From an optimization exercise on the open Yosys and OpenROAD flow, aimed at small area, a short achievable clock period and few clock cycles; shortcuts taken in it are not production practice.
In this exercise RTL edits were held to simulation tests only and were not proved equivalent to the original.

==> flow/design.v <==
`timescale 1ns / 1ps
module pawd_crack(
    input clk,
    input reset_n,
    input [0:127] password_hash,
    input [4:0] blocknum,
    input btn_pressed,
    output reg find,
    output [7:0] out0,
    output [7:0] out1,
    output [7:0] out2,
    output [7:0] out3,
    output [7:0] out4,
    output [7:0] out5,
    output [7:0] out6,
    output [7:0] out7
    );
    localparam [31:0] IVA = 32'h67452301, IVB = 32'hefcdab89,
                      IVC = 32'h98badcfe, IVD = 32'h10325476;
    localparam [31:0] S0C = 32'h6edff7a9;  
    localparam [1:0] IDLE = 2'd0, LOAD = 2'd1, RUN = 2'd2, DONE = 2'd3;
    function [31:0] kpn; input [5:0] r; begin
        kpn =
            ({32{r == 6'd0}} & 32'h18f7e786) |
            ({32{r == 6'd1}} & 32'h2420715b) |
            ({32{r == 6'd2}} & 32'hc1bdceee) |
            ({32{r == 6'd3}} & 32'hf57c0faf) |
            ({32{r == 6'd4}} & 32'h4787c62a) |
            ({32{r == 6'd5}} & 32'ha8304613) |
            ({32{r == 6'd6}} & 32'hfd469501) |
            ({32{r == 6'd7}} & 32'h698098d8) |
            ({32{r == 6'd8}} & 32'h8b44f7af) |
            ({32{r == 6'd9}} & 32'hffff5bb1) |
            ({32{r == 6'd10}} & 32'h895cd7be) |
            ({32{r == 6'd11}} & 32'h6b901122) |
            ({32{r == 6'd12}} & 32'hfd987193) |
            ({32{r == 6'd13}} & 32'ha67943ce) |
            ({32{r == 6'd14}} & 32'h49b40821) |
            ({32{r == 6'd15}} & 32'h264e5592) |
            ({32{r == 6'd16}} & 32'hc040b340) |
            ({32{r == 6'd17}} & 32'h265e5a51) |
            ({32{r == 6'd18}} & 32'h19e6f7da) |
            ({32{r == 6'd19}} & 32'hd62f105d) |
            ({32{r == 6'd20}} & 32'h02441453) |
            ({32{r == 6'd21}} & 32'hd8a1e681) |
            ({32{r == 6'd22}} & 32'he7d3fbc8) |
            ({32{r == 6'd23}} & 32'h21e1cde6) |
            ({32{r == 6'd24}} & 32'hc3370816) |
            ({32{r == 6'd25}} & 32'hf4d50d87) |
            ({32{r == 6'd26}} & 32'h455a14ed) |
            ({32{r == 6'd27}} & 32'ha9e3e905) |
            ({32{r == 6'd28}} & 32'hfcefa478) |
            ({32{r == 6'd29}} & 32'h676f02d9) |
            ({32{r == 6'd30}} & 32'h8d2a4c8a) |
            ({32{r == 6'd31}} & 32'hfffa3942) |
            ({32{r == 6'd32}} & 32'h8771f681) |
            ({32{r == 6'd33}} & 32'h6d9d6122) |
            ({32{r == 6'd34}} & 32'hfde5384c) |
            ({32{r == 6'd35}} & 32'hd4ef1a74) |
            ({32{r == 6'd36}} & 32'h4bdecfa9) |
            ({32{r == 6'd37}} & 32'hf6bb4b60) |
            ({32{r == 6'd38}} & 32'hbebfbc70) |
            ({32{r == 6'd39}} & 32'h289b7ec6) |
            ({32{r == 6'd40}} & 32'h1ad1582a) |
            ({32{r == 6'd41}} & 32'hd4ef3085) |
            ({32{r == 6'd42}} & 32'h04881d05) |
            ({32{r == 6'd43}} & 32'hd9d4d039) |
            ({32{r == 6'd44}} & 32'he6db99e5) |
            ({32{r == 6'd45}} & 32'h1fa27cf8) |
            ({32{r == 6'd46}} & 32'hc4ac56e5) |
            ({32{r == 6'd47}} & 32'h24595274) |
            ({32{r == 6'd48}} & 32'h432aff97) |
            ({32{r == 6'd49}} & 32'hab9423e7) |
            ({32{r == 6'd50}} & 32'hfc93a039) |
            ({32{r == 6'd51}} & 32'h655b59c3) |
            ({32{r == 6'd52}} & 32'h8f0ccc92) |
            ({32{r == 6'd53}} & 32'hffeff47d) |
            ({32{r == 6'd54}} & 32'hb5b48e01) |
            ({32{r == 6'd55}} & 32'h6fa87e4f) |
            ({32{r == 6'd56}} & 32'hfe2ce6e0) |
            ({32{r == 6'd57}} & 32'ha3014314) |
            ({32{r == 6'd58}} & 32'h4e0811a1) |
            ({32{r == 6'd59}} & 32'hf7537e82) |
            ({32{r == 6'd60}} & 32'hbd3af235) |
            ({32{r == 6'd61}} & 32'h2ad7d33b) |
            ({32{r == 6'd62}} & 32'heb86d391) |
            ({32{r == 6'd63}} & 32'h079ad4a8);
    end endfunction
    function [1:0] xseln; input [5:0] r; begin case (r)
        6'd0: xseln = 2'd2;
        6'd15: xseln = 2'd2;
        6'd18: xseln = 2'd1;
        6'd35: xseln = 2'd2;
        6'd40: xseln = 2'd1;
        6'd47: xseln = 2'd1;
        6'd54: xseln = 2'd2;
        6'd63: xseln = 2'd1;
        default: xseln = 2'd0;
    endcase end endfunction
    function [4:0] rotamt; input [5:0] r; begin
        case ({r[5:4], r[1:0]})
            4'd0: rotamt = 5'd7;   4'd1: rotamt = 5'd12; 4'd2: rotamt = 5'd17; 4'd3: rotamt = 5'd22;
            4'd4: rotamt = 5'd5;   4'd5: rotamt = 5'd9;  4'd6: rotamt = 5'd14; 4'd7: rotamt = 5'd20;
            4'd8: rotamt = 5'd4;   4'd9: rotamt = 5'd11; 4'd10: rotamt = 5'd16; 4'd11: rotamt = 5'd23;
            4'd12: rotamt = 5'd6;  4'd13: rotamt = 5'd10; 4'd14: rotamt = 5'd15; default: rotamt = 5'd21;
        endcase
    end endfunction
    function [31:0] xw0; input [31:0] d; begin
        xw0 = {4'h0, d[19:16], 4'h0, d[23:20], 4'h0, d[27:24], 4'h0, d[31:28]};
    end endfunction
    function [31:0] xw1; input [31:0] d; begin
        xw1 = {4'h0, d[3:0], 4'h0, d[7:4], 4'h0, d[11:8], 4'h0, d[15:12]};
    end endfunction
    reg [1:0] st;
    reg ph;               
    reg [6:0] rnd;        
    reg [31:0] G;         
    reg a0, a1, h0;       
    reg ld1;              
    reg [31:0] S, B, C, D;         
    reg [31:0] T1, Sn, B1, C1;     
    reg [4:0] sh1;
    reg [31:0] Hc;        
    assign out0 = {4'h3, G[31:28]};
    assign out1 = {4'h3, G[27:24]};
    assign out2 = {4'h3, G[23:20]};
    assign out3 = {4'h3, G[19:16]};
    assign out4 = {4'h3, G[15:12]};
    assign out5 = {4'h3, G[11:8]};
    assign out6 = {4'h3, G[7:4]};
    assign out7 = {4'h3, G[3:0]};
    reg [31:0] G2;
    reg cy;
    integer j;
    always @(*) begin
        if (G[3:0] == 4'd8) begin G2[3:0] = 4'd0; cy = 1'b1; end
        else begin G2[3:0] = G[3:0] + 4'd2; cy = 1'b0; end
        for (j = 1; j < 8; j = j + 1) begin
            if (cy) begin
                if (G[4*j +: 4] == 4'd9) G2[4*j +: 4] = 4'd0;
                else begin G2[4*j +: 4] = G[4*j +: 4] + 4'd1; cy = 1'b0; end
            end else G2[4*j +: 4] = G[4*j +: 4];
        end
    end
    reg [31:0] F;
    always @(*) begin
        case (rnd[5:4])
            2'd0: F = (B & C) | (~B & D);
            2'd1: F = (D & B) | (~D & C);
            2'd2: F = B ^ C ^ D;
            default: F = C ^ (B | ~D);
        endcase
    end
    wire [1:0] xs = xseln(rnd[5:0]);
    wire [31:0] Gt = {G[31:1], ph};    
    wire [31:0] Xn = (xs == 2'd1) ? xw0(Gt) : (xs == 2'd2) ? xw1(Gt) : 32'd0;
    always @(posedge clk) begin
        T1 <= S + F;
        Sn <= D + kpn(rnd[5:0]) + Xn;
        B1 <= B;
        C1 <= C;
        sh1 <= rotamt(rnd[5:0]);
    end
    wire [63:0] T1d = {T1, T1} << sh1;
    wire [31:0] Bn = B1 + T1d[63:32];
    reg [31:0] Kc;
    always @(*) begin
        case (rnd[1:0])
            2'd1: Kc = IVA;      
            2'd2: Kc = IVD;      
            2'd3: Kc = IVC;      
            default: Kc = IVB;   
        endcase
    end
    wire [31:0] cin = B ^ Kc ^ Hc;
    wire [31:0] cout = (B & Kc) | (B & cin) | (Kc & cin);
    wire hit = ~cin[0] & (cin[31:1] == cout[30:0]);
    always @(posedge clk) begin
        if (ph) case (rnd[1:0])
            2'd0: Hc <= {password_hash[24:31], password_hash[16:23], password_hash[8:15], password_hash[0:7]};
            2'd1: Hc <= {password_hash[120:127], password_hash[112:119], password_hash[104:111], password_hash[96:103]};
            2'd2: Hc <= {password_hash[88:95], password_hash[80:87], password_hash[72:79], password_hash[64:71]};
            default: Hc <= {password_hash[56:63], password_hash[48:55], password_hash[40:47], password_hash[32:39]};
        endcase
    end
    wire chk = (st == RUN) && (rnd >= 7'd61);
    wire n0 = a0 & h0;
    wire n1 = a1 & hit;
    wire endpair = chk && ph;                        
    wire found = endpair && rnd[6] && (n0 | n1);
    wire drop = endpair && !(n0 | n1);
    wire load0 = (st == LOAD) || drop;               
    wire [31:0] S0 = S0C + xw0(drop ? G2 : G);
    always @(posedge clk) begin
        if (!reset_n) begin
            st <= IDLE;
            find <= 1'b0;
        end else begin
            case (st)
                IDLE: if (btn_pressed) st <= LOAD;
                LOAD: st <= RUN;
                RUN: if (found) begin st <= DONE; find <= 1'b1; end
                default: ;
            endcase
        end
    end
    always @(posedge clk) begin
        if (st == IDLE)
            G <= (blocknum < 5'd20) ? {blocknum[4:1], blocknum[0] ? 4'd5 : 4'd0, 24'd0} : 32'd0;
        else if (drop)
            G <= G2;
        else if (found && !n0)
            G <= {G[31:1], 1'b1};
    end
    always @(posedge clk) begin
        if (load0 || ld1) begin
            S <= S0;
            B <= IVB;
            C <= IVC;
            D <= IVD;
        end else begin
            S <= Sn;
            B <= Bn;
            C <= B1;
            D <= C1;
        end
    end
    always @(posedge clk) begin
        ld1 <= load0;
        if (load0) begin
            ph <= 1'b0;
            rnd <= 7'd0;
            a0 <= 1'b1;
            a1 <= 1'b1;
        end else begin
            ph <= ~ph;
            if (ph) rnd <= rnd + 7'd1;
            if (chk && !ph) h0 <= hit;
            if (endpair) begin a0 <= n0; a1 <= n1; end
        end
    end
endmodule
export LEC_CHECK = 0
export ABC_AREA = 1
export CAP_MARGIN = 20
export CORE_MARGIN = 2
export CORE_UTILIZATION = 40
export PLACE_DENSITY = 0.6
export SETUP_SLACK_MARGIN = 4.5
export SLEW_MARGIN = 20
create_clock -name core_clock -period 10.0 [get_ports {clk}]
run.sh (not shown) runs the stock make flow with config.mk's settings and CLKGATE_MAP_FILE= SYNTH_SCRIPT=/design/flow/synth_recipe.tcl, a recipe that flattens the netlist after the stock synthesis.
The first run completed without violations.
Testbench counts at the start, summed over its fixed seeds: cycles 212,072.
Edit:
- SETUP_SLACK_MARGIN: 4.5 -> default
=> The changed run finished with timing, DRC and antenna clean. Final area went down by 0.94%. Critical path depth went up by 9. Clock skew is about the same. Utilization went down by 0.44 points. First-iteration DRC count went up by 0.38%. Setup slack is worse by 1.0 ns. Register-to-register slack is worse by 1.0 ns. Sequential cell count does not change.

## separate check: timing with driven ports
In the flow no input, the clock included, has a driving cell. The finished layouts below were timed again as built, in two steps.
Step 1, drivers: a clkbuf_16 drives clk and a buf_2 each remaining input, both assumed.
Step 2 moves the port delays by t, midway between the first and last clock arrival at a register: inputs arrive t later, outputs are due t later. That takes back most of the time a late clock gives input paths.
Three values: ideal, step 1, step 2; two values: the first two.
run | shift t [ns] | setup WS [ns] | slew at the worst register clock pin (ns) | worst data-port slew with drivers (ns) | pins driven straight from the clock port
the first run | 0.631 | 4.605 / 4.605 / 4.605 | 0.06 / 0.06 | 0.09 | 1
the second run | 0.633 | 3.606 / 3.606 / 3.606 | 0.06 / 0.06 | 0.10 | 1
After both steps every run listed still meets setup and hold.
